This is an optimization exercise on Yosys and OpenROAD, whose aim is small area, a short achievable clock period and few clock cycles, not a production implementation.
No functional check of the RTL was part of any run shown here.

<file path="flow/flow/run.sh">
#!/bin/bash
set -euo pipefail
bash standard.sh finish SETUP_SLACK_MARGIN=29.3 \
    "BUFFER_PORTS_ARGS=-buffer_cell sky130_fd_sc_hd__buf_1" > standard.log 2>&1
</file>
<file path="flow/standard.sh">
#!/bin/bash
# synth_recipe.tcl (not shown) runs the flow's synth.tcl, then flattens the netlist and writes it again
# the make line also repeats each setting of config.mk as NAME=value (left out here)
make -C /OpenROAD-flow-scripts/flow DESIGN_CONFIG=/design/flow/config.mk WORK_HOME=/design/flow/orfs CLKGATE_MAP_FILE= SYNTH_SCRIPT=/design/flow/synth_recipe.tcl "${@:-finish}"
</file>
<file path="flow/config.mk">
export PLATFORM = sky130hd
export DESIGN_NAME = GCD
export DESIGN_NICKNAME = GCD
export VERILOG_FILES = /design/flow/design.v
export SDC_FILE = /design/flow/constraint.sdc
export NUM_CORES = 4
export LEC_CHECK = 0
export ABC_AREA = 1
export CAP_MARGIN = 20
export CORE_MARGIN = 2
export CORE_UTILIZATION = 40
export CTS_BUF_LIST = sky130_fd_sc_hd__clkbuf_8
export SLEW_MARGIN = 20
</file>
<file path="flow/constraint.sdc">
create_clock -name core_clock -period 38.0 [get_ports {clk}]
set_input_delay 7.6000 -clock core_clock [delete_from_list [all_inputs] [get_ports {clk}]]
set_output_delay 7.6000 -clock core_clock [all_outputs]
set_load 0.01 [all_outputs]
</file>
<file path="flow/design.v">
`timescale 1ns / 1ps
module GCD(
    input         clk,
    input         rst,         
    input         start,       
    input  [15:0] a_in,
    input  [15:0] b_in,
    output        done,        
    output [15:0] Gcd,
    output [55:0] seg          
    );
    localparam STEPS = 3;      
    reg [16:0] F, G;
    reg [1:0]  D;
    reg [3:0]  K;
    reg        Busy;
    reg        Slow;           
    reg        Low;            
    reg [2:0]  Cnt;            
    reg        DoneReg;
    reg [34:0] Sg;             
    function [39:0] gstep(input [16:0] f, input [16:0] g, input [1:0] d,
                          input [3:0] k);
        reg        sub, swap, odd2;
        reg [15:0] sq;
        reg [17:0] x;
        reg [16:0] fo, go;
        reg [1:0]  dx, dq;
        reg [3:0]  dw;
        reg [1:0]  sh, dec;
        begin
            sub  = !(f[1] ^ g[1]);
            sq   = {g[16], g[16:2]} + ({f[16], f[16:2]} ^ {16{sub}}) + 16'd1;
            swap = d[1];
            odd2 = f[0] && g[0];
            x    = odd2 ? {sq[15], sq, 1'b0}
                 : (f[0] || !g[0]) ? {g[16], g} : {f[16], f};
            sh   = (!f[0] || x[1]) ? 2'd1 : x[2] ? 2'd2 : 2'd3;
            go   = (sh == 2'd1) ? x[17:1]
                 : (sh == 2'd2) ? {x[17], x[17:2]} : {{2{x[17]}}, x[17:3]};
            fo   = !f[0] ? (g[0] ? g : {f[16], f[16:1]})
                         : (odd2 && swap) ? g : f;
            dx   = ((!f[0] && g[0]) || (odd2 && swap)) ? ~d : d;
            dec  = !f[0] ? 2'd0 : (odd2 && swap) ? sh - 2'd1 : sh;
            dw   = {{2{dx[1]}}, dx} - {2'd0, dec};
            dq   = (dw[3] && dw[2:1] != 2'b11) ? 2'b10 : dw[1:0];
            gstep = {fo, go, dq, k + {3'd0, !f[0] && !g[0]}};
        end
    endfunction
    reg [16:0] fn, gn, fp, gp;
    reg [1:0]  dn;
    reg [3:0]  kn, kp;
    integer s;
    always @* begin
        fn = F; gn = G; dn = D; kn = K;
        fp = F; gp = G; kp = K;
        for (s = 0; s < STEPS; s = s + 1) begin
            if (s == STEPS - 1) begin fp = fn; gp = gn; kp = kn; end
            {fn, gn, dn, kn} = gstep(fn, gn, dn, kn);
        end
    end
    wire [16:0] Xfg   = fp ^ gp;
    wire        TermP = ((gp == 17'd0) && (fp[0] || fp == 17'd0))
                     || (fp[0] && gp[0] && (&Xfg[16:1] || !(|Xfg[16:1])));
    wire [16:0] Absf0 = {fp[16:1] ^ {16{fp[16]}}, fp[0]};
    wire [1:0]  Ks    = (kp[3:2] != 2'd0) ? 2'd3 : kp[1:0];
    wire [16:0] Absf  = Absf0 << Ks;
    wire        Big16 = |Absf[15:12];
    wire        Big   = |Absf[15:8];
    wire        Fast  = !Big && (kp[3:2] == 2'd0);
    function [3:0] add3(input [3:0] x);
        case (x)
            4'd5: add3 = 4'd8;
            4'd6: add3 = 4'd9;
            4'd7: add3 = 4'd10;
            4'd8: add3 = 4'd11;
            4'd9: add3 = 4'd12;
            default: add3 = x;
        endcase
    endfunction
    function [9:0] bcd8(input [7:0] v);
        reg [11:0] r;
        integer i;
        begin
            r = 12'd0;
            for (i = 7; i >= 0; i = i - 1) begin
                r[3:0] = add3(r[3:0]);
                r[7:4] = add3(r[7:4]);
                r = {r[10:0], v[i]};
            end
            bcd8 = r[9:0];
        end
    endfunction
    function [18:0] dabble(input [18:0] d, input bit_in);
        dabble = {d[17:16],
                  add3(d[15:12]), add3(d[11:8]), add3(d[7:4]), add3(d[3:0]),
                  bit_in};
    endfunction
    wire [7:0] V8 = Big16 ? Absf[15:8] : Big ? Absf[11:4] : Absf[7:0];
    wire [9:0] B8 = bcd8(V8);
    function [4:0] zflags(input [18:0] d);
        reg z4, z3, z2, z1, z0;
        begin
            z4 = (d[18:16] == 3'd0);
            z3 = z4 && (d[15:12] == 4'd0);
            z2 = z3 && (d[11:8] == 4'd0);
            z1 = z2 && (d[7:4] == 4'd0);
            z0 = z1 && (d[3:0] == 4'd0);
            zflags = {z4, z3, z2, z1, z0};
        end
    endfunction
    function [6:0] seg7(input blank, input [3:0] x);
        reg a, b, c, d, e, f, g;
        begin
            a = (!x[3] && !x[2] && !x[1] && x[0]) || (x[2] && !x[1] && !x[0]);
            b = x[2] && (x[1] ^ x[0]);
            c = !x[2] && x[1] && !x[0];
            d = a || (x[2] && x[1] && x[0]);
            e = x[0] || (x[2] && !x[1]);
            f = (!x[3] && !x[2] && (x[1] || x[0])) || (x[2] && x[1] && x[0]);
            g = (!x[3] && !x[2] && !x[1]) || (x[2] && x[1] && x[0]);
            seg7 = {g, f, e, d, c, b, a} | {7{blank}};
        end
    endfunction
    function [3:0] unseg7(input [6:0] s);
        reg a, b, c, d, e, f, g;
        begin
            {g, f, e, d, c, b, a} = s;
            unseg7 = {!a && !b && !c && !d && !f && !g,
                      (b && !c) || (a && !f) || (g && f && !a),
                      (f && !(g && a)) || (b && !e),
                      e && !c && !(a && !f)};
        end
    endfunction
    function [34:0] segs(input [18:0] d, input [4:0] z);
        segs = {seg7(z[4], {1'b0, d[18:16]}), seg7(z[3], d[15:12]),
                seg7(z[2], d[11:8]), seg7(z[1], d[7:4]), seg7(z[0], d[3:0])};
    endfunction
    wire [3:0]  Dg4 = unseg7(Sg[34:28]);
    wire [18:0] Dg  = {Dg4[2:0], unseg7(Sg[27:21]), unseg7(Sg[20:14]),
                       unseg7(Sg[13:7]), unseg7(Sg[6:0])};
    assign seg  = {7'h7F, 7'h7F, 7'h7F, Sg};
    assign Gcd  = F[15:0];
    assign done = DoneReg;
    wire Conv = Busy && !Slow && TermP;
    wire [18:0] DgNext = dabble(Dg, Low ? F[Cnt] : 1'b0);
    always @(posedge clk) begin
        G <= Busy ? gn : {1'b0, b_in};
        D <= Busy ? dn : 2'd0;
        if (!Busy) begin
            F <= {1'b0, a_in};
            K <= 4'd0;
        end else if (Slow) begin
            if (!Low) begin
                F <= {F[15:0], 1'b0};
                K <= K - 4'd1;
            end
        end else begin
            F <= Conv ? Absf : fn;
            K <= Conv ? kp - {2'd0, Ks} : kn;
        end
        Sg <= segs(Slow ? DgNext : {9'd0, B8},
                   Slow ? zflags(DgNext)
                        : {2'b11, V8 < 8'd100, V8 < 8'd10, V8 == 8'd0});
        if (Slow) Cnt <= Cnt - 3'd1;
        else      Cnt <= {Big16, 2'b11};
        if (rst) begin
            Busy    <= 1'b0;
            Slow    <= 1'b0;
            DoneReg <= 1'b0;
        end else begin
            DoneReg <= 1'b0;
            if (start) begin
                Busy <= 1'b1;
            end else if (Slow) begin
                if (Low) begin
                    if (Cnt == 3'd0) begin
                        Low <= 1'b0;
                        if (K == 4'd0) begin
                            Slow    <= 1'b0;
                            Busy    <= 1'b0;
                            DoneReg <= 1'b1;
                        end
                    end
                end else if (K == 4'd1) begin
                    Slow    <= 1'b0;
                    Busy    <= 1'b0;
                    DoneReg <= 1'b1;
                end
            end else if (Conv) begin
                if (Fast) begin
                    Busy    <= 1'b0;
                    DoneReg <= 1'b1;
                end else begin
                    Slow <= 1'b1;
                    Low  <= Big;
                end
            end
        end
    end
endmodule
</file>
==> results of run 1 <==
## repair_timing
| action | 4_1_cts | 5_1_grt |
|---|---|---|
| endpoints found under the setup margin | 48 | 35 |
| gates resized for setup | 14 | 39 |
| pin swaps | 0 | 8 |
| hold buffers | 0 | 0 |
| cloned | 0 | 2 |
| setup buffers | 12 | 37 |
| hold endpoints to repair | 0 | 0 |
## placed cells by master (no fill, tap or decap), drive strengths merged, types with 2 or more instances in the layout
| cell type | synthesis | final |
|---|---|---|
| nand3 | 150 | 150 |
| conb | 1 | 21 |
| o21bai | 6 | 6 |
| a31o | 2 | 2 |
| edfxtp | 17 | 17 |
| xor2 | 74 | 74 |
| a22oi | 7 | 7 |
| clkbuf | 30 | 11 |
| nand3b | 3 | 3 |
| a21oi | 125 | 125 |
| inv | 302 | 307 |
| fa | 10 | 10 |
| a31oi | 12 | 12 |
| and2 | 5 | 5 |
| dfxtp | 65 | 65 |
| o31ai | 3 | 3 |
| clkinv | 4 | 4 |
| a211oi | 3 | 3 |
| buf | 58 | 144 |
| a221oi | 9 | 9 |
| o211ai | 26 | 26 |
| nand2 | 525 | 527 |
| o2111ai | 2 | 2 |
| o22ai | 22 | 22 |
| or2 | 4 | 4 |
| a21boi | 3 | 3 |
| o221ai | 41 | 41 |
| o21a | 6 | 6 |
| nand4 | 18 | 18 |
| nor3 | 27 | 27 |
| nor4 | 8 | 8 |
| a21o | 3 | 3 |
| o21ai | 138 | 138 |
| nor2 | 146 | 146 |
| ha | 68 | 68 |
| xnor2 | 15 | 15 |
## cell families (layout without fill, tap and decap cells)
kind of cell,count (synthesis),after routing,share of synthesized area [%]
xor gates and xnor gates,89,89,6.62
other,1,21,0.0315
adders and majority gates,78,78,8.84
and+or+nand+nor,887,889,33.3
AOI/OAI and AO/OA,414,414,21.8
buffers and inverters,394,467,14.2
DFF,82,82,15.2
## state kept, by name, indices dropped and copies added (netlist names)
| signal | cells |
|---|---|
| DoneReg | 1 |
| F | 17 |
| Sg | 35 |
| Cnt | 3 |
| K | 4 |
| G | 17 |
| Low | 1 |
| Slow | 1 |
| D | 2 |
| Busy | 1 |
## area by class of cell
cell class,instances,area [sq um],area share (%)
clock buffers,10,138,1.05
flip-flops and latches,82,1810,13.9
multi-input cells,1491,8660,66.3
inverters,306,1160,8.86
repair buffers,145,771,5.90
well taps,390,488,3.74
clock inverters,6,33.8,0.259
## routing by layer
layer,up-vias,wire (um),part of all wire (%)
met3,83,3710,8.3
met5,-,13,0.029
met2,620,19600,44
li1,6571,-,-
met1,6332,19800,44
met4,2,1420,3.2
## worst paths after layout
path	end	start	slack, ns	cells past startpoint
max reg2reg	G[14]$_DFF_P_	F[1]$_DFFE_PP_	29.79	41
min	Cnt[0]$_SDFF_PN1_	Cnt[0]$_SDFF_PN1_	0.45	1
min reg2reg	Cnt[0]$_SDFF_PN1_	Cnt[0]$_SDFF_PN1_	0.45	1
max	Gcd[1]	F[1]$_DFFE_PP_	29.33	1
## stage by stage
| stage | hold slack [ns] | util (%) | instances | setup slack (ns) |
|---|---|---|---|---|
| global placement | 0.434 | 41.8 | 2363 | 28.42 |
| CTS | 0.451 | 42.8 | 2391 | 29.27 |
| finish | 0.451 | 44.3 | 2430 | 29.33 |
| global route | 0.471 | 44.3 | 2430 | 29.27 |
| floorplan | 0.410 | - | 1965 | 29.58 |
| detailed placement | 0.431 | 41.8 | 2363 | 28.17 |
## synth_stat cells (31+ instances only)
master,instances
buf_4,42
o21ai_0,120
nand2_1,486
nor2_1,132
dfxtp_1,65
nand3_1,141
nand2_2,32
ha_1,68
inv_2,31
o221ai_1,41
a21oi_1,119
xor2_1,73
inv_1,268
==> results.cfg, run 1 <==
[status]
outcome = timing/DRC/antenna clean

[sta]
final_max_slew_viol_count = 0
max_freq_mhz = 115
setup_viol = 0
fin_crit_sh_pct = 22.8
setup-tns-final_ns = 0
max_slew_margin_pct = 36.1
hold_viol = 0
skew_ns = 0.0219
worst_pin_slew_ns = 0.956
final_period_minus_worst_setup_slack_ns = 8.67
rsz0062_at_grt = false

[global_routing]
grt_remaining_overflow = 0
use_met2_pct = 43.5
grt.busiest_layer = met2
grt_pass1_wl_mm = 66.9
antenna_found_initial = 1
grt_use_total_pct = 27.7
first_global_vias = 11900
met1_usage_pct = 38.0
use_met3_pct = 4.69
grt_max_degree = 34

[yosys]
ys_ff_latch = 82
yosys-top-cells-area = nand2_1, dfxtp_1, inv_1
netlist_area_sq_um = 11900
synth_flop_cell = dfxtp_1
async_reset_ff_share_pct = 0
synth_cell_type_count = 66
syn_inst = 1945
yosysWarnings = 1
synth.avg_cell_area_sq_um = 6.11
synth_edf_count = 17
synth_top_cell_area_share_pct = 15.3
yosysTopAreaCell = nand2_1
ys_seq_area_share_pct = 15.2

[clocking]
htreeDepth = 3
clk_pin_slew_worst_paths_ns = 0.08
cts_tree = built
cts_inserted_buffers = 9
cts-root-buf = clkbuf_8
clock-sinks = 82
clockBufferDepth = 2
clock_latency_ns = 0.40

[setup_path]
path_class = reg -> out
worst_path_max_delay_cell = edfxtp_1
worstPathArrival_ns = 1.07
cp.buffers_inverters = 1
cp_top_family = flip-flops
cp.required_ns = 30.40
crit_path_end_kind = output port
cp_slowest_stage_delay_ns = 0.50
path_max_fanout = 5
worstSetupStartpointType = register
path_cells = clkbuf_2

[placed_design]
dp_hpwl_mm = 35.2
place_area_sq_um = 12300
portBuffers = 86
place_congestion = 1.01

[min_path]
holdCritPathClass = reg -> reg

[drt]
viasPerCell = 5.60
wl_per_cell_um = 18.3
vias = 13600
postRouteAntennaNets = 0
wl_mm = 44.5
drt_pass1_iterations = 5
drc = 0
drt_iter0_markers = 1391

[cells_and_area]
layout.nets = 2148
diodes = 0
fillers = 3243
final_cell_area_sq_um = 13100
drive_gt1_share_pct = 11.6
syn_to_final_growth_pct = 9.77

[die]
start_util_pct = 40.3
die_w_um = 176
chipHeight_um = 176
io_pins = 108
dieArea_sq_um = 31100
coreArea_sq_um = 29500
rows = 63

[job]
maxCapViolCount = 0
==> run 2: changes to the inputs <==
--- a/flow/design.v
+++ b/flow/design.v
@@ -19,5 +19,5 @@
     reg [2:0]  Cnt;            
     reg        DoneReg;
-    reg [34:0] Sg;             
+    reg [18:0] Dg;             
     function [39:0] gstep(input [16:0] f, input [16:0] g, input [1:0] d,
                           input [3:0] k);
@@ -63,10 +63,8 @@
     wire        TermP = ((gp == 17'd0) && (fp[0] || fp == 17'd0))
                      || (fp[0] && gp[0] && (&Xfg[16:1] || !(|Xfg[16:1])));
-    wire [16:0] Absf0 = {fp[16:1] ^ {16{fp[16]}}, fp[0]};
-    wire [1:0]  Ks    = (kp[3:2] != 2'd0) ? 2'd3 : kp[1:0];
-    wire [16:0] Absf  = Absf0 << Ks;
+    wire [16:0] Absf  = {fp[16:1] ^ {16{fp[16]}}, fp[0]};
     wire        Big16 = |Absf[15:12];
     wire        Big   = |Absf[15:8];
-    wire        Fast  = !Big && (kp[3:2] == 2'd0);
+    wire        Fast  = !Big && (kp == 4'd0);
     function [3:0] add3(input [3:0] x);
         case (x)
@@ -110,39 +108,49 @@
         end
     endfunction
-    function [6:0] seg7(input blank, input [3:0] x);
+    function [18:0] blank(input [18:0] d);
+        reg [4:0] z;
+        begin
+            z = zflags(d);
+            blank = d | {3'd0, {4{z[3]}}, {4{z[2]}}, {4{z[1]}}, {4{z[0]}}};
+        end
+    endfunction
+    function [18:0] unblank(input [18:0] d);
+        unblank = {d[18:16],
+                   d[15:12] & {4{d[15:12] != 4'hF}}, d[11:8] & {4{d[11:8] != 4'hF}},
+                   d[7:4] & {4{d[7:4] != 4'hF}}, d[3:0] & {4{d[3:0] != 4'hF}}};
+    endfunction
+    function [6:0] seg7(input [3:0] x);
         reg a, b, c, d, e, f, g;
         begin
-            a = (!x[3] && !x[2] && !x[1] && x[0]) || (x[2] && !x[1] && !x[0]);
-            b = x[2] && (x[1] ^ x[0]);
-            c = !x[2] && x[1] && !x[0];
+            a = (!x[3] && !x[2] && !x[1] && x[0]) || (x[2] && !x[1] && !x[0])
+                || (x[3] && x[2]);
+            b = (x[2] && (x[1] ^ x[0])) || (x[3] && x[2]);
+            c = (!x[2] && x[1] && !x[0]) || (x[3] && x[2]);
             d = a || (x[2] && x[1] && x[0]);
             e = x[0] || (x[2] && !x[1]);
             f = (!x[3] && !x[2] && (x[1] || x[0])) || (x[2] && x[1] && x[0]);
             g = (!x[3] && !x[2] && !x[1]) || (x[2] && x[1] && x[0]);
-            seg7 = {g, f, e, d, c, b, a} | {7{blank}};
-        end
-    endfunction
-    function [3:0] unseg7(input [6:0] s);
+            seg7 = {g, f, e, d, c, b, a};
+        end
+    endfunction
+    function [6:0] seg7t(input [2:0] y);
         reg a, b, c, d, e, f, g;
         begin
-            {g, f, e, d, c, b, a} = s;
-            unseg7 = {!a && !b && !c && !d && !f && !g,
-                      (b && !c) || (a && !f) || (g && f && !a),
-                      (f && !(g && a)) || (b && !e),
-                      e && !c && !(a && !f)};
-        end
-    endfunction
-    function [34:0] segs(input [18:0] d, input [4:0] z);
-        segs = {seg7(z[4], {1'b0, d[18:16]}), seg7(z[3], d[15:12]),
-                seg7(z[2], d[11:8]), seg7(z[1], d[7:4]), seg7(z[0], d[3:0])};
-    endfunction
-    wire [3:0]  Dg4 = unseg7(Sg[34:28]);
-    wire [18:0] Dg  = {Dg4[2:0], unseg7(Sg[27:21]), unseg7(Sg[20:14]),
-                       unseg7(Sg[13:7]), unseg7(Sg[6:0])};
-    assign seg  = {7'h7F, 7'h7F, 7'h7F, Sg};
+            a = !y[1] && (!y[2] || !y[0]);
+            b = (y[2] && (y[1] ^ y[0])) || (!y[2] && !y[1] && !y[0]);
+            c = !y[2] && !y[0];
+            d = a;
+            e = y[0] || !y[1];
+            f = !y[2] || (y[1] && y[0]);
+            g = !y[2] && !y[1];
+            seg7t = {g, f, e, d, c, b, a};
+        end
+    endfunction
+    assign seg  = {7'h7F, 7'h7F, 7'h7F, seg7t(Dg[18:16]),
+                   seg7(Dg[15:12]), seg7(Dg[11:8]), seg7(Dg[7:4]), seg7(Dg[3:0])};
     assign Gcd  = F[15:0];
     assign done = DoneReg;
     wire Conv = Busy && !Slow && TermP;
-    wire [18:0] DgNext = dabble(Dg, Low ? F[Cnt] : 1'b0);
+    wire [18:0] DgNext = blank(dabble(unblank(Dg), Low ? F[Cnt] : 1'b0));
     always @(posedge clk) begin
         G <= Busy ? gn : {1'b0, b_in};
@@ -158,9 +166,9 @@
         end else begin
             F <= Conv ? Absf : fn;
-            K <= Conv ? kp - {2'd0, Ks} : kn;
-        end
-        Sg <= segs(Slow ? DgNext : {9'd0, B8},
-                   Slow ? zflags(DgNext)
-                        : {2'b11, V8 < 8'd100, V8 < 8'd10, V8 == 8'd0});
+            K <= kn;
+        end
+        if (Slow) Dg <= DgNext;
+        else      Dg <= {3'd0, 4'hF, {2'd0, B8[9:8]} | {4{V8 < 8'd100}},
+                         B8[7:4] | {4{V8 < 8'd10}}, B8[3:0] | {4{V8 == 8'd0}}};
         if (Slow) Cnt <= Cnt - 3'd1;
         else      Cnt <= {Big16, 2'b11};
==> flow/run.sh (new file) <==
#!/bin/bash
# synth_recipe.tcl (not shown) runs the flow's synth.tcl, then flattens the netlist and writes it again
# the make line also repeats each setting of config.mk as NAME=value (left out here)
make -C /OpenROAD-flow-scripts/flow DESIGN_CONFIG=/design/flow/config.mk WORK_HOME=/design/flow/orfs CLKGATE_MAP_FILE= SYNTH_SCRIPT=/design/flow/synth_recipe.tcl finish
removed: flow/flow/run.sh
removed: flow/standard.sh
==> run 2 against run 1 <==
  * Via count is 5.6% lower
  * Sequential share of layout area is 2.1 points lower
  * Clock skew is 0.0085 ns lower
  * Hold slack better by 0.0075 ns
  * Die area is 3.6% lower
  * Still clean
  * Largest cell class unchanged
  * Setup slack worse by 1.1 ns
  * Global-route usage is 0.37 points lower
  * Final cell count is 4.6% lower
  * Critical path type is now reg -> reg
  * Critical path depth is 35 higher
==> results.cfg, run 2 <==
[status]
outcome = timing/DRC/antenna clean

[setup_path]
path_class = reg -> reg
crit_cells = 36
cpMostUsedCell = inv_1
crit_path_end_kind = register
worstSetupStartpointType = register
worst_path_max_delay_cell = xnor2_2
reg2reg_depth = 36
cp_top_family = adder cells
cp.required_ns = 38.26
worstPathArrival_ns = 9.99
path_max_fanout = 18
cp.buffers_inverters = 9
cp_slowest_stage_delay_ns = 0.89

[cells_and_area]
layout_common_cells = nand2_1, inv_1, nor2_1, nand3_1, a21oi_1
top_register = Dg
syn_to_final_growth_pct = 10.1
top_regs = Dg: 19 flops, F: 17 flops, G: 17 flops
largest_reg_flops = 19
layout.nets = 2059
drive_gt1_share_pct = 6.54
final_cell_area_sq_um = 12600
diodes = 0
layoutNonFillerInstCount = 2319
fin_util_pct = 45.0
layout_commonest_cell = nand2_1

[clocking]
clk_pin_slew_worst_paths_ns = 0.08
cts_inserted_buffers = 9
post_cts_buffers = 0
clock_latency_ns = 0.37
ctsResizeCount = 0
cts-root-buf = clkbuf_8
cts_hold_buf = 0
cts_tree = built
clock-sinks = 66
htreeDepth = 3
clockBufferDepth = 2

[global_routing]
use_met2_pct = 42.8
grt_max_degree = 35
use_met3_pct = 5.04
grt_use_total_pct = 27.3
grt_remaining_overflow = 0
grt_pass1_wl_mm = 65.1
met1_usage_pct = 38.1
grt.busiest_layer = met2
antenna_found_initial = 0
first_global_vias = 11700

[die]
coreArea_sq_um = 28000
rows = 61
die_w_um = 173
chipHeight_um = 173
io_pins = 108
dieArea_sq_um = 30000
start_util_pct = 40.9

[placed_design]
place_congestion = 1.00
dp_hpwl_mm = 34.3
place_ws_ns = 28.51
place_area_sq_um = 12400
portBuffers = 86
dp.cells = 2303

[min_path]
hold_depth = 1
holdCritPathClass = reg -> reg

[yosys]
synth_top_cell_area_share_pct = 16.0
synth.avg_cell_area_sq_um = 6.04
synth_edf_count = 17
synth_cell_type_count = 66
synth_flop_cell = dfxtp_1
synth.most_common_cell = nand2_1
netlist_area_sq_um = 11500
yosysWarnings = 1
yosys-top-cells-area = nand2_1, inv_1, ha_1
ys_seq_area_share_pct = 13.0
synthTopCellsByCount = nand2_1, inv_1, nor2_1, nand3_1, a21oi_1
syn_inst = 1895
async_reset_ff_share_pct = 0
ys_ff_latch = 66
yosysTopAreaCell = nand2_1

[sta]
hold_viol = 0
skew_ns = 0.0134
fin_crit_sh_pct = 25.6
final_max_slew_viol_count = 0
max_slew_margin_pct = 24.1
hold_ws_ns = 0.458
rsz0062_at_grt = false
worst_pin_slew_ns = 1.12
worst_slack_ns = 28.26
final_period_minus_worst_setup_slack_ns = 9.74
setup_viol = 0
setup-tns-final_ns = 0
max_freq_mhz = 103

[drt]
viasPerCell = 5.54
drt_pass1_iterations = 6
drt_iter0_markers = 1374
wl_mm = 42.2
drc = 0
vias = 12800
postRouteAntennaNets = 0
wl_per_cell_um = 18.2

[job]
maxCapViolCount = 0
==> run 2: routing by layer <==
layer  vias up  wire length [um]
li1       6307                 -
met1      5905             19100
met2       552             18200
met3        81              3730
met4         0              1230
met5         -                 0
==> run 2: area by class of cell <==
| class | count | area, sq um |
|---|---|---|
| clock inverters | 7 | 68.8 |
| multi-input cells | 1459 | 8370 |
| flip-flops and latches | 66 | 1490 |
| fillers | 3011 | 15400 |
| repair buffers | 95 | 928 |
| clock buffers | 9 | 124 |
| inverters | 305 | 1160 |
| well taps | 378 | 473 |
==> run 2: worst register-to-register path, delay by kind of cell (launching register included) <==
family / cells / cell delay [ns]
XOR/XNOR: 4 / 1.49
AO/OA/AOI/OAI: 7 / 1.75
buffers and inverters: 9 / 1.17
adder cells (fa/ha/maj): 8 / 2.68
flip-flops: 1 / 0.54
AND/OR/NAND/NOR: 8 / 1.98
==> run 2: logic make-up after synthesis <==
family                   count (synthesis)  share of synthesized area, %
flip-flops                              66                          13.0
other                                    1                        0.0327
adder cells (fa/ha/maj)                 88                          10.1
AND/OR/NAND/NOR                        880                          34.6
buffers and inverters                  390                          14.6
XOR/XNOR                                90                          6.95
AO/OA/AOI/OAI                          380                          20.7
==> run 2: worst paths after layout <==
check                     from  slack [ns]           endpoint
max             F[1]$_DFFE_PP_       28.26    D[1]$_SDFF_PN0_
min          Cnt[0]$_SDFF_PN1_        0.46  Cnt[0]$_SDFF_PN1_
max reg2reg     F[1]$_DFFE_PP_       28.26    D[1]$_SDFF_PN0_
min reg2reg  Cnt[0]$_SDFF_PN1_        0.46  Cnt[0]$_SDFF_PN1_
==> run 3: changes to the inputs <==
==> flow/flow/run.sh (new file) <==
#!/bin/bash
set -euo pipefail
bash standard.sh finish SETUP_SLACK_MARGIN=29 > standard.log 2>&1
==> flow/standard.sh (new file) <==
#!/bin/bash
# synth_recipe.tcl (not shown) runs the flow's synth.tcl, then flattens the netlist and writes it again
# the make line also repeats each setting of config.mk as NAME=value (left out here)
make -C /OpenROAD-flow-scripts/flow DESIGN_CONFIG=/design/flow/config.mk WORK_HOME=/design/flow/orfs CLKGATE_MAP_FILE= SYNTH_SCRIPT=/design/flow/synth_recipe.tcl "${@:-finish}"
removed: flow/run.sh
==> run 3 against run 2 <==
  * Via count rose by 2.1%
  * Critical path type is now reg -> out
  * Synthesized cell count did not move
  * Setup slack gained 0.69 ns
  * Largest cell class unchanged
==> results.cfg, run 3 <==
[sta]
final_max_slew_viol_count = 0
skew_ns = 0.0152
hold_viol = 0
setup-tns-final_ns = 0
final_period_minus_worst_setup_slack_ns = 9.04
setup_viol = 0
max_slew_margin_pct = 34.8
max_freq_mhz = 111
worst_pin_slew_ns = 0.966
worst_slack_ns = 28.96
rsz0062_at_grt = true
fin_crit_sh_pct = 23.8

[clocking]
clockBufferDepth = 2
clock-sinks = 66
cts_inserted_buffers = 9
htreeDepth = 3
clk_pin_slew_worst_paths_ns = 0.08
clock_latency_ns = 0.37
cts_hold_buf = 0
cts_tree = built
cts-root-buf = clkbuf_8

[setup_path]
worstPathArrival_ns = 1.44
cp.required_ns = 30.40
cp-endpoint = seg[3]
worst_r2r_endpoint = D[1]$_SDFF_PN0_
reg2reg_from = F[1]$_DFFE_PP_
worstSetupStartpointType = register
reg2reg_depth = 39
path_max_fanout = 5
cp-startpoint = Dg[0]$_DFF_P_
reg2reg_slack_ns = 29.60
path_class = reg -> out
crit_path_end_kind = output port

[drt]
wl_per_cell_um = 18.3
drc = 0
postRouteAntennaNets = 0
wl_mm = 43.2
drt_pass1_iterations = 5
viasPerCell = 5.57
vias = 13100
drt_iter0_markers = 1323

[die]
dieArea_sq_um = 30000
coreArea_sq_um = 28000
die_w_um = 173
chipHeight_um = 173
io_pins = 108
rows = 61
start_util_pct = 40.9

[yosys]
synth_top_cell_area_share_pct = 16.0
synth_cell_type_count = 66
ys_seq_area_share_pct = 13.0
yosysTopAreaCell = nand2_1
netlist_area_sq_um = 11500
yosysWarnings = 1
synth.avg_cell_area_sq_um = 6.04
synth_flop_cell = dfxtp_1
async_reset_ff_share_pct = 0
synth.most_common_cell = nand2_1
syn_inst = 1895
yosys-top-cells-area = nand2_1, inv_1, ha_1
synthTopCellsByCount = nand2_1, inv_1, nor2_1, nand3_1, a21oi_1
synth_edf_count = 17
ys_ff_latch = 66

[cells_and_area]
layout_commonest_cell = nand2_1
diodes = 0
layout.nets = 2095
largest_reg_flops = 19
top_regs = Dg: 19 flops, F: 17 flops, G: 17 flops
syn_to_final_growth_pct = 13.4
drive_gt1_share_pct = 11.6
fillers = 2989
top_register = Dg
layout_common_cells = nand2_1, inv_1, nor2_1, nand3_1, a21oi_1

[placed_design]
portBuffers = 86
dp_hpwl_mm = 34.3
place_congestion = 1.00
place_ws_ns = 28.51

[global_routing]
antenna_found_initial = 0
grt_max_degree = 35
grt_remaining_overflow = 0
first_global_vias = 11800
grt_pass1_wl_mm = 66.1
grt_use_total_pct = 27.7

[job]
maxCapViolCount = 0

[min_path]
holdCritPathClass = reg -> reg

[status]
outcome = timing/DRC/antenna clean
## run 3: changes by cell type in the layout (fill, tap and decap cells not counted), sizes merged
cell           delta
dlymetal6s2s      +1
clkdlybuf4s50    -35
clkdlybuf4s15     +1
clkbuf            +5
buf              +49
dlygate4sd2      +15
## run 3: repair_timing
item | 4_1_cts | 5_1_grt
endpoints found under the setup margin | 65 | 36
resized for setup | 122 | 44
pin swaps | 2 | 5
buffers inserted | 27 | 9
## run 3: worst min path at each step
stage | start | end | slack [ns] | cells past startpoint
2_1_floorplan | Cnt[0]$_SDFF_PN1_ | Cnt[0]$_SDFF_PN1_ | 0.41 | 1
5_1_grt | Cnt[0]$_SDFF_PN1_ | Cnt[0]$_SDFF_PN1_ | 0.48 | 1
6_report | Cnt[0]$_SDFF_PN1_ | Cnt[0]$_SDFF_PN1_ | 0.46 | 1
4_1_cts | Cnt[0]$_SDFF_PN1_ | Cnt[0]$_SDFF_PN1_ | 0.45 | 1
3_5_place_dp | Cnt[0]$_SDFF_PN1_ | Cnt[0]$_SDFF_PN1_ | 0.43 | 1
3_3_place_gp | Cnt[0]$_SDFF_PN1_ | Cnt[0]$_SDFF_PN1_ | 0.43 | 1
## run 3: per-layer routing
| layer | vias to the layer above | global-route usage (%) | part of all wire (%) |
|---|---|---|---|
| met5 | - | 0 | 0 |
| met4 | 0 | 9.04 | 3.2 |
| met3 | 89 | 5.02 | 8.8 |
| met2 | 599 | 43.3 | 43 |
| met1 | 6052 | 38.5 | 45 |
| li1 | 6380 | - | - |
## run 3: worst max-delay path, stage by stage (launching register included)
cell	delay (ns)
dfxtp_4	0.36
inv_2	0.06
nor3_2	0.22
inv_1	0.11
buf_4	0.14
nand3_1	0.06
buf_2	0.13
## run 3: kinds of logic (layout without fill, tap and decap cells)
| group | count (synthesis) | in the layout | share of synthesized area (%) |
|---|---|---|---|
| XOR/XNOR | 90 | 90 | 6.95 |
| other | 1 | 21 | 0.0327 |
| buffers and inverters | 390 | 452 | 14.6 |
| flip-flops | 66 | 66 | 13.0 |
| AND/OR/NAND/NOR | 880 | 880 | 34.6 |
| adder cells (fa/ha/maj) | 88 | 88 | 10.1 |
| AO/OA/AOI/OAI | 380 | 380 | 20.7 |
## run 3: metrics by stage
stage	cells	utilization, %	cell area (sq um)	hold slack [ns]
after global routing	2355	46.4	13000	0.481
after global placement	2303	44.3	12400	0.429
after detailed placement	2303	44.3	12400	0.433
after floorplan	1915	-	11500	0.410
final	2355	46.4	13000	0.460
after CTS	2346	45.8	12800	0.452
## run 3: final cells by class
cell class                      instances  area, sq um  share of cell area (%)
Sequential cell                        66         1550                    11.9
Clock buffer                            9          124                   0.954
Timing Repair Buffer                  131         1100                    8.51
Multi-Input combinational cell       1459         8500                    65.5
Tap cell                              378          473                    3.64
Clock inverter                          7         68.8                   0.530
Inverter                              305         1160                    8.97
==> run 4: changes to the inputs <==
--- a/flow/design.v
+++ b/flow/design.v
@@ -60,7 +60,5 @@
         end
     end
-    wire [16:0] Xfg   = fp ^ gp;
-    wire        TermP = ((gp == 17'd0) && (fp[0] || fp == 17'd0))
-                     || (fp[0] && gp[0] && (&Xfg[16:1] || !(|Xfg[16:1])));
+    wire        TermP = (gp == 17'd0) && (fp[0] || fp == 17'd0);
     wire [16:0] Absf  = {fp[16:1] ^ {16{fp[16]}}, fp[0]};
     wire        Big16 = |Absf[15:12];
==> run 4 against run 3 <==
  * Design area is 1.8% lower
  * Clock skew shrank 0.0010 ns
  * Still clean on timing, DRC and antenna
  * Routed wire length shrank 7.2%
  * Core utilization down 0.22 points
  * Non-clock buffer count rose by 10
==> results.cfg, run 4 <==
[sta]
hold_viol = 0
worst_slack_ns = 28.95
final_max_slew_viol_count = 0
max_freq_mhz = 111
setup-tns-final_ns = 0
rsz0062_at_grt = true
setup_viol = 0
max_slew_margin_pct = 30.4
skew_ns = 0.0142
final_period_minus_worst_setup_slack_ns = 9.05
worst_pin_slew_ns = 1.04
hold_ws_ns = 0.457
fin_crit_sh_pct = 23.8

[placed_design]
portBuffers = 86
place_congestion = 0.993
dp.cells = 2271
place_ws_ns = 28.82
place_area_sq_um = 12200
dp_hpwl_mm = 31.8

[cells_and_area]
fin_util_pct = 46.1
fillers = 2994
layout_common_cells = nand2_1, inv_1, nand3_1, nor2_1, a21oi_1
largest_reg_flops = 19
layout.nets = 2069
diodes = 0
top_register = Dg
layoutNonFillerInstCount = 2329
final_cell_area_sq_um = 12700
layout_commonest_cell = nand2_1
top_regs = Dg: 19 flops, F: 17 flops, G: 17 flops
syn_to_final_growth_pct = 13.9
drive_gt1_share_pct = 12.8

[die]
dieArea_sq_um = 29300
die_w_um = 171
start_util_pct = 40.5
coreArea_sq_um = 27600
io_pins = 108
rows = 61
chipHeight_um = 171

[clocking]
cts-root-buf = clkbuf_8
htreeDepth = 3
cts_inserted_buffers = 9
clockBufferDepth = 2
cts_tree = built
cts_hold_buf = 0
clk_pin_slew_worst_paths_ns = 0.09
clock-sinks = 66
clock_latency_ns = 0.37

[yosys]
synth.most_common_cell = nand2_1
syn_inst = 1862
synth_top_cell_area_share_pct = 16.6
async_reset_ff_share_pct = 0
ys_ff_latch = 66
synth.avg_cell_area_sq_um = 6.01
yosysTopAreaCell = nand2_1
synth_flop_cell = dfxtp_1
synth_edf_count = 17
yosys-top-cells-area = nand2_1, inv_1, ha_1
ys_seq_area_share_pct = 13.3
synth_cell_type_count = 68
synthTopCellsByCount = nand2_1, inv_1, nand3_1, nor2_1, a21oi_1
netlist_area_sq_um = 11200
yosysWarnings = 1

[drt]
wl_mm = 40.1
drt_pass1_iterations = 6
drt_iter0_markers = 1230
wl_per_cell_um = 17.2
postRouteAntennaNets = 0
drc = 0
vias = 12700
viasPerCell = 5.47

[global_routing]
grt_remaining_overflow = 0
grt_max_degree = 38
first_global_vias = 11400
grt_use_total_pct = 26.7
antenna_found_initial = 0
grt_pass1_wl_mm = 61.5

[setup_path]
worstSetupStartpointType = register
crit_path_end_kind = output port
cp_slowest_stage_delay_ns = 0.40
worst_path_max_delay_cell = dfxtp_4
path_class = reg -> out
path_cells = inv_4, nor3_2, inv_1, buf_6, nand3_1, buf_2
path_max_fanout = 7
cp.required_ns = 30.40
worstPathArrival_ns = 1.45

[job]
maxCapViolCount = 0

[status]
outcome = timing/DRC/antenna clean

[min_path]
holdCritPathClass = reg -> reg
[run 4: cell types whose count changed after synthesis, sizes merged, moves of 11 or more]
cell    before  now
nand3      135  161
o211ai       8   23
nand3b      13    2
o21ai      112   92
xor2        77   66
nor2       148  136
o221ai      33   19
[run 4: cell families (layout without fill, tap and decap cells)]
| kind of cell | count (synthesis) | in the layout | synth area share [%] |
|---|---|---|---|
| xor+xnor | 78 | 78 | 6.17 |
| flops | 66 | 66 | 13.3 |
| buf+inv | 391 | 460 | 15.1 |
| compound gates | 345 | 345 | 19.2 |
| simple gates | 893 | 893 | 35.8 |
| fa+ha+maj | 88 | 88 | 10.4 |
| other cells | 1 | 21 | 0.0335 |
[run 4: area by class of cell]
cell class              count  area [sq um]  share of cell area [%]
clock inverters             7          75.1                   0.589
repair buffers            141          1180                    9.24
clock buffers               9           124                   0.972
multi-input cells        1425          8190                    64.2
well taps                 378           473                    3.71
flip-flops and latches     66          1550                    12.2
inverters                 303          1160                    9.10
[run 4: critical path: cells and delay by family, from the launching register on]
kind	cells	cell delay, ns
AND/OR/NAND/NOR	2	0.27
flip-flops	1	0.40
buffers and inverters	4	0.40
[run 4: timing repair]
item                                    4_1_cts  5_1_grt
pin swaps                                     0        7
buffers inserted                             31       11
endpoints found under the setup margin       57       37
gates resized for setup                     129       51
[run 4: worst paths after layout]
kind | start | to | slack, ns | cells after the start
max | Dg[2]$_DFF_P_ | seg[3] | 28.95 | 6
max reg2reg | F[1]$_DFFE_PP_ | G[12]$_DFF_P_ | 29.78 | 48
min | Cnt[0]$_SDFF_PN1_ | Cnt[0]$_SDFF_PN1_ | 0.46 | 1
min reg2reg | Cnt[0]$_SDFF_PN1_ | Cnt[0]$_SDFF_PN1_ | 0.46 | 1
[run 4: per-layer routing]
layer | routed length, um | global-route usage (%) | vias up
met5 | 0 | 0 | -
met4 | 967 | 7.22 | 0
met3 | 3410 | 4.83 | 66
met2 | 17800 | 42.2 | 539
met1 | 17900 | 37.3 | 5883
li1 | - | - | 6250
==> run 5: changes to the inputs <==
==> flow/run.sh (new file) <==
#!/bin/bash
# synth_recipe.tcl (not shown) runs the flow's synth.tcl, then flattens the netlist and writes it again
# the make line also repeats each setting of config.mk as NAME=value (left out here)
make -C /OpenROAD-flow-scripts/flow DESIGN_CONFIG=/design/flow/config.mk WORK_HOME=/design/flow/orfs CLKGATE_MAP_FILE= SYNTH_SCRIPT=/design/flow/synth_recipe.tcl finish
removed: flow/flow/run.sh
removed: flow/standard.sh
==> run 5 against run 4 <==
  * Routed wire length decreased by 2.2%
  * Final cell count decreased by 1.8%
  * Fmax decreased by 5.5%
==> results.cfg, run 5 <==
[cells_and_area]
drive_gt1_share_pct = 7.23
layout_commonest_cell = nand2_1
syn_to_final_growth_pct = 10.5
fillers = 2999
largest_reg_flops = 19
final_cell_area_sq_um = 12400
fin_util_pct = 44.8
layout_common_cells = nand2_1, inv_1, nand3_1, nor2_1, a21oi_1
diodes = 0
top_regs = Dg: 19 flops, F: 17 flops, G: 17 flops
layout.nets = 2027
top_register = Dg

[yosys]
synth.most_common_cell = nand2_1
synth_flop_cell = dfxtp_1
synthTopCellsByCount = nand2_1, inv_1, nand3_1, nor2_1, a21oi_1
synth_cell_type_count = 68
syn_inst = 1862
yosysWarnings = 1
netlist_area_sq_um = 11200
yosys-top-cells-area = nand2_1, inv_1, ha_1
synth.avg_cell_area_sq_um = 6.01
synth_edf_count = 17
yosysTopAreaCell = nand2_1
ys_ff_latch = 66
synth_top_cell_area_share_pct = 16.6
ys_seq_area_share_pct = 13.3
async_reset_ff_share_pct = 0

[setup_path]
worstSetupStartpointType = register
path_max_fanout = 8
cp.required_ns = 30.40
crit_path_end_kind = output port
worstPathArrival_ns = 1.97
path_class = reg -> out
reg2reg_slack_ns = 28.63

[sta]
fin_crit_sh_pct = 25.2
final_period_minus_worst_setup_slack_ns = 9.57
hold_viol = 0
skew_ns = 0.0145
max_slew_margin_pct = 30.7
setup_viol = 0
final_max_slew_viol_count = 0
worst_pin_slew_ns = 1.04
max_freq_mhz = 104
setup-tns-final_ns = 0
rsz0062_at_grt = false

[die]
dieArea_sq_um = 29300
start_util_pct = 40.5
coreArea_sq_um = 27600
io_pins = 108
die_w_um = 171
rows = 61
chipHeight_um = 171

[drt]
postRouteAntennaNets = 0
drt_iter0_markers = 1150
drc = 0
wl_mm = 39.2
vias = 12400
wl_per_cell_um = 17.1
drt_pass1_iterations = 6
viasPerCell = 5.44

[clocking]
clockBufferDepth = 2
clock_latency_ns = 0.37
cts-root-buf = clkbuf_8
clock-sinks = 66
htreeDepth = 3
clk_pin_slew_worst_paths_ns = 0.08
cts_inserted_buffers = 9
cts_tree = built
ctsResizeCount = 0
post_cts_buffers = 0
cts_hold_buf = 0

[min_path]
holdCritPathClass = reg -> reg

[global_routing]
antenna_found_initial = 0
grt_pass1_wl_mm = 60.7
grt_remaining_overflow = 0
grt_max_degree = 38
first_global_vias = 11200
grt_use_total_pct = 26.4

[placed_design]
place_area_sq_um = 12200
place_congestion = 0.993
portBuffers = 86
dp_hpwl_mm = 31.8

[status]
outcome = timing/DRC/antenna clean

[job]
maxCapViolCount = 0
[run 5: cell count changes in the layout (fill, tap and decap cells not counted), sizes merged]
cell and change:
buf -58, clkdlybuf4s15 -2, dlymetal6s2s -2, clkbuf -6, dlygate4sd2 -10, clkdlybuf4s50 +36
[run 5: final timing paths]
check	from	endpoint	depth (start not counted)
setup / recovery	Dg[8]$_DFF_P_	seg[19]	4
hold / removal	Cnt[0]$_SDFF_PN1_	Cnt[0]$_SDFF_PN1_	1
setup reg to reg	F[1]$_DFFE_PP_	G[12]$_DFF_P_	48
hold reg to reg	Cnt[0]$_SDFF_PN1_	Cnt[0]$_SDFF_PN1_	1
[run 5: kinds of logic after synthesis]
group,Yosys count,synth area share (%)
AOI/OAI and AO/OA,345,19.2
xor gates and xnor gates,78,6.17
adders and majority gates,88,10.4
buffers and inverters,391,15.1
DFF,66,13.3
other,1,0.0335
and+or+nand+nor,893,35.8
[run 5: worst max-delay path: stages (launching register included)]
cell and delay, ns:
dfxtp_1 0.46, inv_1 0.16, ha_1 0.22, o21ai_0 0.20, clkdlybuf4s50_1 0.57
[run 5: layout make-up]
class | instances | area (sq um) | share of cell area, %
clock buffers | 9 | 124 | 1.00
clock inverters | 7 | 75.1 | 0.607
inverters | 303 | 1150 | 9.34
multi-input cells | 1425 | 8090 | 65.4
flip-flops and latches | 66 | 1490 | 12.1
well taps | 378 | 473 | 3.82
repair buffers | 99 | 958 | 7.75
[run 5: per-layer routing]
layer	track usage (%)	vias up	share of wire, %
li1	-	6150	-
met1	37.3	5699	45
met2	41.6	532	44
met3	4.30	61	8.9
met4	6.78	0	2.1
met5	0	-	0
[run 5: metrics by stage]
step / instances / setup WS, ns / hold slack (ns)
floorplan: 1882 / 29.19 / 0.410
global placement: 2271 / 28.88 / 0.429
detailed placement: 2271 / 28.82 / 0.437
CTS: 2287 / 28.45 / 0.458
global route: 2287 / 27.73 / 0.494
finish: 2287 / 28.43 / 0.456
==> run 6: changes to the inputs <==
==> flow/flow/run.sh (new file) <==
#!/bin/bash
set -euo pipefail
bash standard.sh finish SETUP_SLACK_MARGIN=29.5 > standard.log 2>&1
==> flow/standard.sh (new file) <==
#!/bin/bash
# synth_recipe.tcl (not shown) runs the flow's synth.tcl, then flattens the netlist and writes it again
# the make line also repeats each setting of config.mk as NAME=value (left out here)
make -C /OpenROAD-flow-scripts/flow DESIGN_CONFIG=/design/flow/config.mk WORK_HOME=/design/flow/orfs CLKGATE_MAP_FILE= SYNTH_SCRIPT=/design/flow/synth_recipe.tcl "${@:-finish}"
removed: flow/run.sh
==> run 6 against run 5 <==
  * Clock skew increased by 0.0045 ns
  * Register-to-register slack improved by 1.2 ns
  * Non-clock buffer count increased by 95
  * Hold slack improved by 0.0097 ns
  * Flip-flop and latch count unchanged
  * Critical path depth increased by 1
  * Still clean on timing, DRC and antenna
==> results.cfg, run 6 <==
[drt]
wl_mm = 41.3
postRouteAntennaNets = 0
drt_iter0_markers = 1262
vias = 12900
drt_pass1_iterations = 8
drc = 0
viasPerCell = 5.43
wl_per_cell_um = 17.3

[yosys]
syn_inst = 1862
async_reset_ff_share_pct = 0
synth.avg_cell_area_sq_um = 6.01
netlist_area_sq_um = 11200
yosysWarnings = 1
synth_top_cell_area_share_pct = 16.6
ys_ff_latch = 66
synth_cell_type_count = 68
ys_seq_area_share_pct = 13.3
synth.most_common_cell = nand2_1
synth_edf_count = 17
yosys-top-cells-area = nand2_1, inv_1, ha_1
yosysTopAreaCell = nand2_1
synthTopCellsByCount = nand2_1, inv_1, nand3_1, nor2_1, a21oi_1
synth_flop_cell = dfxtp_1

[setup_path]
cp.required_ns = 30.40
crit_path_end_kind = output port
cp_slowest_stage_delay_ns = 0.37
path_max_fanout = 2
cp.buffers_inverters = 2
cp_top_family = flip-flops
path_cells = buf_6, o21ai_4, nand2_2, nand2_1, buf_2
path_class = reg -> out
worstPathArrival_ns = 1.36
worstSetupStartpointType = register
worst_path_max_delay_cell = dfxtp_4

[cells_and_area]
fin_util_pct = 48.7
diodes = 0
largest_reg_flops = 19
top_register = Dg
fillers = 2886
drive_gt1_share_pct = 19.0
layout_commonest_cell = nand2_1
layout.nets = 2122
top_regs = Dg: 19 flops, F: 17 flops, G: 17 flops
final_cell_area_sq_um = 13500
layout_common_cells = nand2_1, inv_1, nand3_1, nor2_1, a21oi_1
syn_to_final_growth_pct = 20.3

[die]
die_w_um = 171
start_util_pct = 40.5
io_pins = 108
coreArea_sq_um = 27600
dieArea_sq_um = 29300
chipHeight_um = 171
rows = 61

[global_routing]
grt_use_total_pct = 27.1
antenna_found_initial = 0
grt_remaining_overflow = 0
grt_max_degree = 38
first_global_vias = 11700
grt_pass1_wl_mm = 62.4

[clocking]
clock_latency_ns = 0.38
cts-root-buf = clkbuf_8
clockBufferDepth = 2
cts_tree = built
htreeDepth = 3
cts_inserted_buffers = 9
clk_pin_slew_worst_paths_ns = 0.09
cts_hold_buf = 0
clock-sinks = 66

[placed_design]
portBuffers = 86
place_area_sq_um = 12200
dp_hpwl_mm = 31.6
place_congestion = 0.982

[sta]
setup_viol = 0
rsz0062_at_grt = true
max_freq_mhz = 112
setup-tns-final_ns = 0
fin_crit_sh_pct = 23.6
skew_ns = 0.0191
worst_pin_slew_ns = 1.03
final_period_minus_worst_setup_slack_ns = 8.96
final_max_slew_viol_count = 0
hold_viol = 0
max_slew_margin_pct = 31.3

[status]
outcome = timing/DRC/antenna clean

[job]
maxCapViolCount = 0

[min_path]
holdCritPathClass = reg -> reg
[run 6: cell count changes in the layout (fill, tap and decap cells not counted), moves of 15 or more]
| cell | previous run | this run |
|---|---|---|
| dfxtp_4 | 0 | 17 |
| buf_2 | 0 | 37 |
| nand2_1 | 496 | 474 |
| buf_4 | 13 | 89 |
| o21ai_0 | 70 | 55 |
| buf_6 | 0 | 34 |
| inv_1 | 276 | 260 |
| nand2_2 | 24 | 45 |
| clkdlybuf4s50_1 | 86 | 34 |
| dfxtp_1 | 49 | 30 |
[run 6: cell families after synthesis]
family / share of synthesized area [%]
AOI/OAI and AO/OA: 19.2
xor gates and xnor gates: 6.17
adders and majority gates: 10.4
buffers and inverters: 15.1
DFF: 13.3
other: 0.0335
and+or+nand+nor: 35.8
[run 6: repair_timing]
action	in CTS	in global routing
resized for setup	319	65
setup buffers	55	41
endpoints found under the hold margin	0	0
pin swaps	25	20
endpoints found under the setup margin	67	78
[run 6: area by class of cell]
type	instances	area [sq um]	share of cell area, %
Tap cell	378	473	3.51
Clock inverter	7	73.8	0.548
Timing Repair Buffer	194	1580	11.7
Multi-Input combinational cell	1425	8460	62.8
Sequential cell	66	1560	11.6
Inverter	303	1200	8.89
Clock buffer	9	124	0.920
[run 6: final timing paths]
check | startpoint | to | slack (ns) | depth (start not counted)
worst max register to register | F[1]$_DFFE_PP_ | G[13]$_DFF_P_ | 29.84 | 50
worst min-delay path | Cnt[0]$_SDFF_PN1_ | Cnt[0]$_SDFF_PN1_ | 0.47 | 1
worst max-delay path | Dg[5]$_DFF_P_ | seg[7] | 29.04 | 5
worst min register to register | Cnt[0]$_SDFF_PN1_ | Cnt[0]$_SDFF_PN1_ | 0.47 | 1
[run 6: stage by stage]
stage / hold slack, ns / cells / setup slack [ns]
after CTS: 0.457 / 2341 / 29.07
after floorplan: 0.410 / 1882 / 29.49
after detailed placement: 0.438 / 2270 / 28.76
final: 0.465 / 2382 / 29.04
after global routing: 0.488 / 2382 / 28.99
after global placement: 0.429 / 2270 / 28.85
[run 6: routing by layer]
layer / track usage, % / vias up / routed length, um
met3: 5.20 / 87 / 3590
li1: - / 6342 / -
met2: 43.2 / 533 / 18200
met5: 0 / - / 0
met1: 36.7 / 5974 / 18200
met4: 9.17 / 0 / 1290
==> run 7: changes to the inputs <==
--- a/flow/design.v
+++ b/flow/design.v
@@ -60,9 +60,13 @@
         end
     end
-    wire        TermP = (gp == 17'd0) && (fp[0] || fp == 17'd0);
-    wire [16:0] Absf  = {fp[16:1] ^ {16{fp[16]}}, fp[0]};
+    wire [16:0] Xfg   = fp ^ gp;
+    wire        TermP = ((gp == 17'd0) && (fp[0] || fp == 17'd0))
+                     || (fp[0] && gp[0] && (&Xfg[16:1] || !(|Xfg[16:1])));
+    wire [16:0] Absf0 = {fp[16:1] ^ {16{fp[16]}}, fp[0]};
+    wire [1:0]  Ks    = (kp[3:2] != 2'd0) ? 2'd3 : kp[1:0];
+    wire [16:0] Absf  = Absf0 << Ks;
     wire        Big16 = |Absf[15:12];
     wire        Big   = |Absf[15:8];
-    wire        Fast  = !Big && (kp == 4'd0);
+    wire        Fast  = !Big && (kp[3:2] == 2'd0);
     function [3:0] add3(input [3:0] x);
         case (x)
@@ -164,5 +168,5 @@
         end else begin
             F <= Conv ? Absf : fn;
-            K <= kn;
+            K <= Conv ? kp - {2'd0, Ks} : kn;
         end
         if (Slow) Dg <= DgNext;
==> flow/run.sh (new file) <==
#!/bin/bash
# synth_recipe.tcl (not shown) runs the flow's synth.tcl, then flattens the netlist and writes it again
# the make line also repeats each setting of config.mk as NAME=value (left out here)
make -C /OpenROAD-flow-scripts/flow DESIGN_CONFIG=/design/flow/config.mk WORK_HOME=/design/flow/orfs CLKGATE_MAP_FILE= SYNTH_SCRIPT=/design/flow/synth_recipe.tcl finish
removed: flow/flow/run.sh
removed: flow/standard.sh
==> run 7 against run 6 <==
  * Critical endpoint is now G[13]$_DFF_P_
  * Final cell count grew 2.8%
  * Synthesized cell count increased by 8.8%
  * Hold slack got worse by 0.0092 ns
  * Die area increased by 7.8%
  * Area after synthesis grew 8.0%
  * Critical path depth grew 39
  * Global-route usage rose by 0.11 points
  * Flip-flop and latch count stayed put
  * Highest routed layer is now met5
==> results.cfg, run 7 <==
[global_routing]
first_global_vias = 12400
grt_remaining_overflow = 0
antenna_found_initial = 1
grt_pass1_wl_mm = 68.0
grt_max_degree = 35
grt_use_total_pct = 27.2

[placed_design]
dp_hpwl_mm = 35.4
dp.cells = 2432
portBuffers = 86
place_area_sq_um = 13000
place_congestion = 1.01
place_ws_ns = 28.55

[sta]
final_max_slew_viol_count = 0
rsz0062_at_grt = false
skew_ns = 0.00666
hold_viol = 0
hold_ws_ns = 0.456
fin_crit_sh_pct = 25.5
final_period_minus_worst_setup_slack_ns = 9.67
worst_pin_slew_ns = 1.06
setup-tns-final_ns = 0
setup_viol = 0
worst_slack_ns = 28.33
max_freq_mhz = 103
max_slew_margin_pct = 28.8

[clocking]
cts-root-buf = clkbuf_8
clock-sinks = 66
clock_latency_ns = 0.35
clk_pin_slew_worst_paths_ns = 0.07
cts_tree = built
htreeDepth = 3
cts_inserted_buffers = 9
clockBufferDepth = 2
cts_hold_buf = 0
post_cts_buffers = 0
ctsResizeCount = 0

[yosys]
yosysWarnings = 1
synth_top_cell_area_share_pct = 16.2
synth.most_common_cell = nand2_1
syn_inst = 2025
synth_edf_count = 17
ys_ff_latch = 66
synthTopCellsByCount = nand2_1, inv_1, nand3_1, nor2_1, a21oi_1
ys_seq_area_share_pct = 12.3
yosys-top-cells-area = nand2_1, inv_1, ha_1
netlist_area_sq_um = 12100
async_reset_ff_share_pct = 0
synth.avg_cell_area_sq_um = 5.97
synth_flop_cell = dfxtp_1
yosysTopAreaCell = nand2_1
synth_cell_type_count = 62

[cells_and_area]
layout_commonest_cell = nand2_1
fin_util_pct = 44.4
diodes = 0
syn_to_final_growth_pct = 9.13
layout_common_cells = nand2_1, inv_1, nand3_1, nor2_1, a21oi_1
drive_gt1_share_pct = 6.71
layout.nets = 2179
top_regs = Dg: 19 flops, F: 17 flops, G: 17 flops
top_register = Dg
largest_reg_flops = 19
layoutNonFillerInstCount = 2448
final_cell_area_sq_um = 13200

[min_path]
holdCritPathClass = reg -> reg

[die]
coreArea_sq_um = 29700
io_pins = 108
rows = 63
chipHeight_um = 178
die_w_um = 178
start_util_pct = 40.7
dieArea_sq_um = 31600

[drt]
dr.max_layer_used = met5
vias = 13600
drt_iter0_markers = 1396
wl_met1_mm = 19.9
drc = 0
wl_mm = 43.3
postRouteAntennaNets = 0
viasPerCell = 5.57
drt_pass1_iterations = 7
met2WireLength_mm = 18.3
wl_per_cell_um = 17.7
dr_wl_met3_mm = 3.94

[setup_path]
cp_slowest_stage_delay_ns = 0.84
worstPathArrival_ns = 9.94
path_max_fanout = 16
crit_path_end_kind = register
cpMostUsedCell = nand2_1
path_class = reg -> reg
worstSetupStartpointType = register
worst_path_max_delay_cell = xor2_2
cp.required_ns = 38.26

[status]
outcome = timing/DRC/antenna clean

[job]
maxCapViolCount = 0
-- run 7: kinds of logic after synthesis --
family                     after synthesis  share of synthesized area [%]
and+or+nand+nor                        989                           36.6
buffers and inverters                  400                           14.4
AOI/OAI and AO/OA                      389                           20.1
adders and majority gates               91                           10.0
xor gates and xnor gates                88                           6.44
DFF                                     66                           12.3
other                                    1                         0.0310
muxes                                    1                         0.0932
-- run 7: per-layer routing --
metal,track usage [%],vias up
li1,-,6716
met1,38.8,6278
met2,42.1,562
met3,4.65,66
met4,7.34,2
met5,0,-
-- run 7: path summary, 6_finish.rpt --
path	start	slack [ns]	cells past startpoint	to
max	F[1]$_DFFE_PP_	28.33	44	G[13]$_DFF_P_
max reg2reg	F[1]$_DFFE_PP_	28.33	44	G[13]$_DFF_P_
min	Cnt[0]$_SDFF_PN1_	0.46	1	Cnt[0]$_SDFF_PN1_
min reg2reg	Cnt[0]$_SDFF_PN1_	0.46	1	Cnt[0]$_SDFF_PN1_
-- run 7: critical path: cells and delay by family (launching register included) --
kind,cells,cell delay (ns)
compound gates,10,1.59
xor+xnor,6,1.66
fa+ha+maj,5,1.99
buf+inv,6,0.86
flops,1,0.49
simple gates,17,3.00
-- run 7: layout make-up --
class | count | area (sq um)
fillers | 3198 | 16500
multi-input cells | 1579 | 8930
flip-flops and latches | 66 | 1490
inverters | 302 | 1140
repair buffers | 95 | 928
well taps | 390 | 488
clock buffers | 10 | 138
clock inverters | 6 | 75.1

[what the ideal ports hide]
In the flow no input, the clock included, has a driving cell. The finished layouts below were timed again as built, in two steps.
Step 1: set_driving_cell puts a clkbuf_16 on clk and a buf_2 on each other input, an assumption about the parent block.
Step 2 adds t to the input delays and takes it off the output delays; t is the mean of the earliest and latest rising clock arrival at the registers after step 1. Input paths then give back, and output paths get back, about the clock's delay inside the block.
Slacks: no drivers / after step 1 / after step 2; pairs: no drivers / after step 1.
run | t, ns | slack for setup (ns) | hold WS [ns]
run 1 | 0.432 | 29.327 / 29.285 / 29.576 | 0.451 / 0.451 / 0.451
run 2 | 0.399 | 28.264 / 28.264 / 28.264 | 0.458 / 0.458 / 0.458
run 3 | 0.397 | 28.956 / 28.922 / 29.033 | 0.460 / 0.460 / 0.460
run 4 | 0.408 | 28.953 / 28.911 / 29.220 | 0.457 / 0.457 / 0.457
run 5 | 0.406 | 28.427 / 28.385 / 28.625 | 0.456 / 0.456 / 0.456
run 6 | 0.413 | 29.038 / 28.994 / 29.194 | 0.465 / 0.465 / 0.465
run 7 | 0.380 | 28.326 / 28.326 / 28.326 | 0.456 / 0.456 / 0.456
After both steps setup and hold are still met in every run listed.
